From an optimization exercise on the open Yosys and OpenROAD flow, aimed at small area and a short achievable clock period; shortcuts taken in it are not production practice.
Where RTL was checked, it was by simulation tests only, not by an equivalence proof against the original.
Power is estimated from default activity; no workload was simulated.

Setup of onyx:
// matrix_accelerator
module matrix_accelerator(
    input  wire        clk,
    input  wire        rst,
    input  wire        load_weight,
    input  wire [31:0] activation_in,
    output wire [95:0] result_out
);
For scale: roughly 4500 cells after synthesis, roughly 130 I/O pins, about 0.047 mm² of cells after synthesis.
export LEC_CHECK = 0
export CAP_MARGIN = 20
export CORE_MARGIN = 2
export CORE_UTILIZATION = 40
export CTS_CLUSTER_DIAMETER = 120
export CTS_CLUSTER_SIZE = 22
export SETUP_SLACK_MARGIN = 3.5
export SLEW_MARGIN = 20
export SYNTH_HIERARCHICAL = 1
export SYNTH_MINIMUM_KEEP_SIZE = 0
create_clock -name core_clock -period 8.0 [get_ports {clk}]
standard.sh (not shown) runs the stock make flow with config.mk's settings and CLKGATE_MAP_FILE= SYNTH_SCRIPT=/design/flow/synth_recipe.tcl, a recipe that flattens the netlist after the stock synthesis.
==> flow/flow/run.sh <==
#!/bin/bash
# The standard layout (standard.sh), with plain buffers on the ports in place
# of the delay cells that buffer_ports picks by default. Every port still gets
# its own buffer. make's full output goes to standard.log in this folder.
set -euo pipefail
export BUFFER_PORTS_ARGS="-buffer_cell sky130_fd_sc_hd__buf_2"
bash standard.sh > standard.log 2>&1
Edits applied to the flow inputs when going from onyx to garnet:
- SETUP_SLACK_MARGIN now 3.3, was 3.5
==> flow/run.sh (new file) <==
#!/bin/bash
# synth_recipe.tcl (not shown) runs the flow's synth.tcl, then flattens the netlist and writes it again
# the make line also repeats each setting of config.mk as NAME=value (left out here)
make -C /OpenROAD-flow-scripts/flow DESIGN_CONFIG=/design/flow/config.mk WORK_HOME=/design/flow/orfs CLKGATE_MAP_FILE= SYNTH_SCRIPT=/design/flow/synth_recipe.tcl finish
removed: flow/flow/run.sh
removed: flow/standard.sh
--- outcome ---
Register area: onyx vs garnet — no meaningful difference. garnet vs onyx, sequential share of cell area went down by 0.16 points. Non-clock buffer count (garnet over onyx): decrease, about 13%. Final area, garnet vs onyx: up slightly. Of onyx and garnet, garnet shows the higher instance area at placement, with onyx below it. garnet leaves less setup margin than onyx.
[inputs] harbor vs garnet
- SETUP_SLACK_MARGIN changed from 3.3 to 3.5
==> run notes <==
Per the comparison of harbor with garnet, clock power level; clock tree cell share of total cell area level; wire length on met2 moved up. Delta (harbor minus garnet): number of logic stages on the critical path including buffering +1, period utilization -2.3 points, total standard cell area after synthesis ~0 delta, multi-input gate share of total cell area ~0 delta, relative area of non-clock buffer cells in the final design ~0 delta. Of garnet and harbor, the run reporting the lower reg2reg setup slack was garnet.


try-umber:
Another version of the RTL of matrix_accelerator (not shown whole).
For scale: roughly 5,400 cells after synthesis, ~550 flip-flops, roughly 130 I/O pins, roughly 0.052 mm^2 of cells after synthesis.
Settings: LEC_CHECK=0, ABC_CLOCK_PERIOD_IN_PS=4000, CAP_MARGIN=20, CORE_MARGIN=2, CORE_UTILIZATION=40, SLEW_MARGIN=20; clock period 8.0 ns.
run.sh (not shown) runs the stock make flow with config.mk's settings and CLKGATE_MAP_FILE= SYNTH_SCRIPT=/design/flow/synth_recipe.tcl, a recipe that flattens the netlist after the stock synthesis.
Stock flow here: none of the scripts above is used.
try-umber: PASS, flow complete, no timing, DRC or antenna violations
The following lists how try-indigo was set up differently from try-umber:
--- a/flow/config.mk
+++ b/flow/config.mk
@@ -11,0 +12 @@
+export SETUP_SLACK_MARGIN = 3.0
==> comparison <==
- Ratio of final minimum period to clock period: try-indigo vs try-umber down 11 points
- Total power: try-indigo higher than try-umber
- Multi-input gate share of total cell area (lower): try-indigo
## Diff of input files: try-amber against try-indigo
--- a/flow/config.mk
+++ b/flow/config.mk
@@ -8 +7,0 @@
-export ABC_CLOCK_PERIOD_IN_PS = 4000
@@ -12 +10,0 @@
-export SETUP_SLACK_MARGIN = 3.0
[summary]
- Delta (try-amber minus try-indigo): final-layout clock-cell area share went down; placer congestion estimate went up.
- Min routed length on met3 across try-amber and try-indigo: try-indigo
No run of this note included a check of the RTL's function; only the layout flow was run.

==> separate check: timing with driven ports <==
In the flow no input, the clock included, has a driving cell. The finished layouts below were timed again as built, in two steps.
Step 1, drivers: a clkbuf_16 drives clk and a buf_2 each remaining input, both assumed.
Step 2 moves the port delays by t, midway between the first and last clock arrival at a register: inputs arrive t later, outputs are due t later. That takes back most of the time a late clock gives input paths.
a / b / c = ideal ports / drivers / drivers and shift; a / b = the first two.
run	shift t [ns]	setup slack, ns	worst register clock-pin slew, ns	worst data-port slew with drivers (ns)	cell pins on the clock port's net
onyx	0.725	3.638 / 3.638 / 2.990	0.10 / 0.10	0.08	1
garnet	0.710	3.402 / 3.411 / 2.701	0.11 / 0.11	0.08	1
harbor	0.724	3.589 / 3.589 / 2.885	0.10 / 0.10	0.08	1
try-umber	0.734	2.304 / 2.357 / 1.624	0.07 / 0.07	0.05	1
try-indigo	0.720	3.157 / 3.157 / 2.508	0.07 / 0.07	0.05	1
try-amber	0.734	2.304 / 2.357 / 1.624	0.07 / 0.07	0.05	1
After both steps setup and hold are still met in every run listed. The setup slack of harbor, which loses most, moves by 0.000 ns with the drivers and by -0.704 ns with both steps.
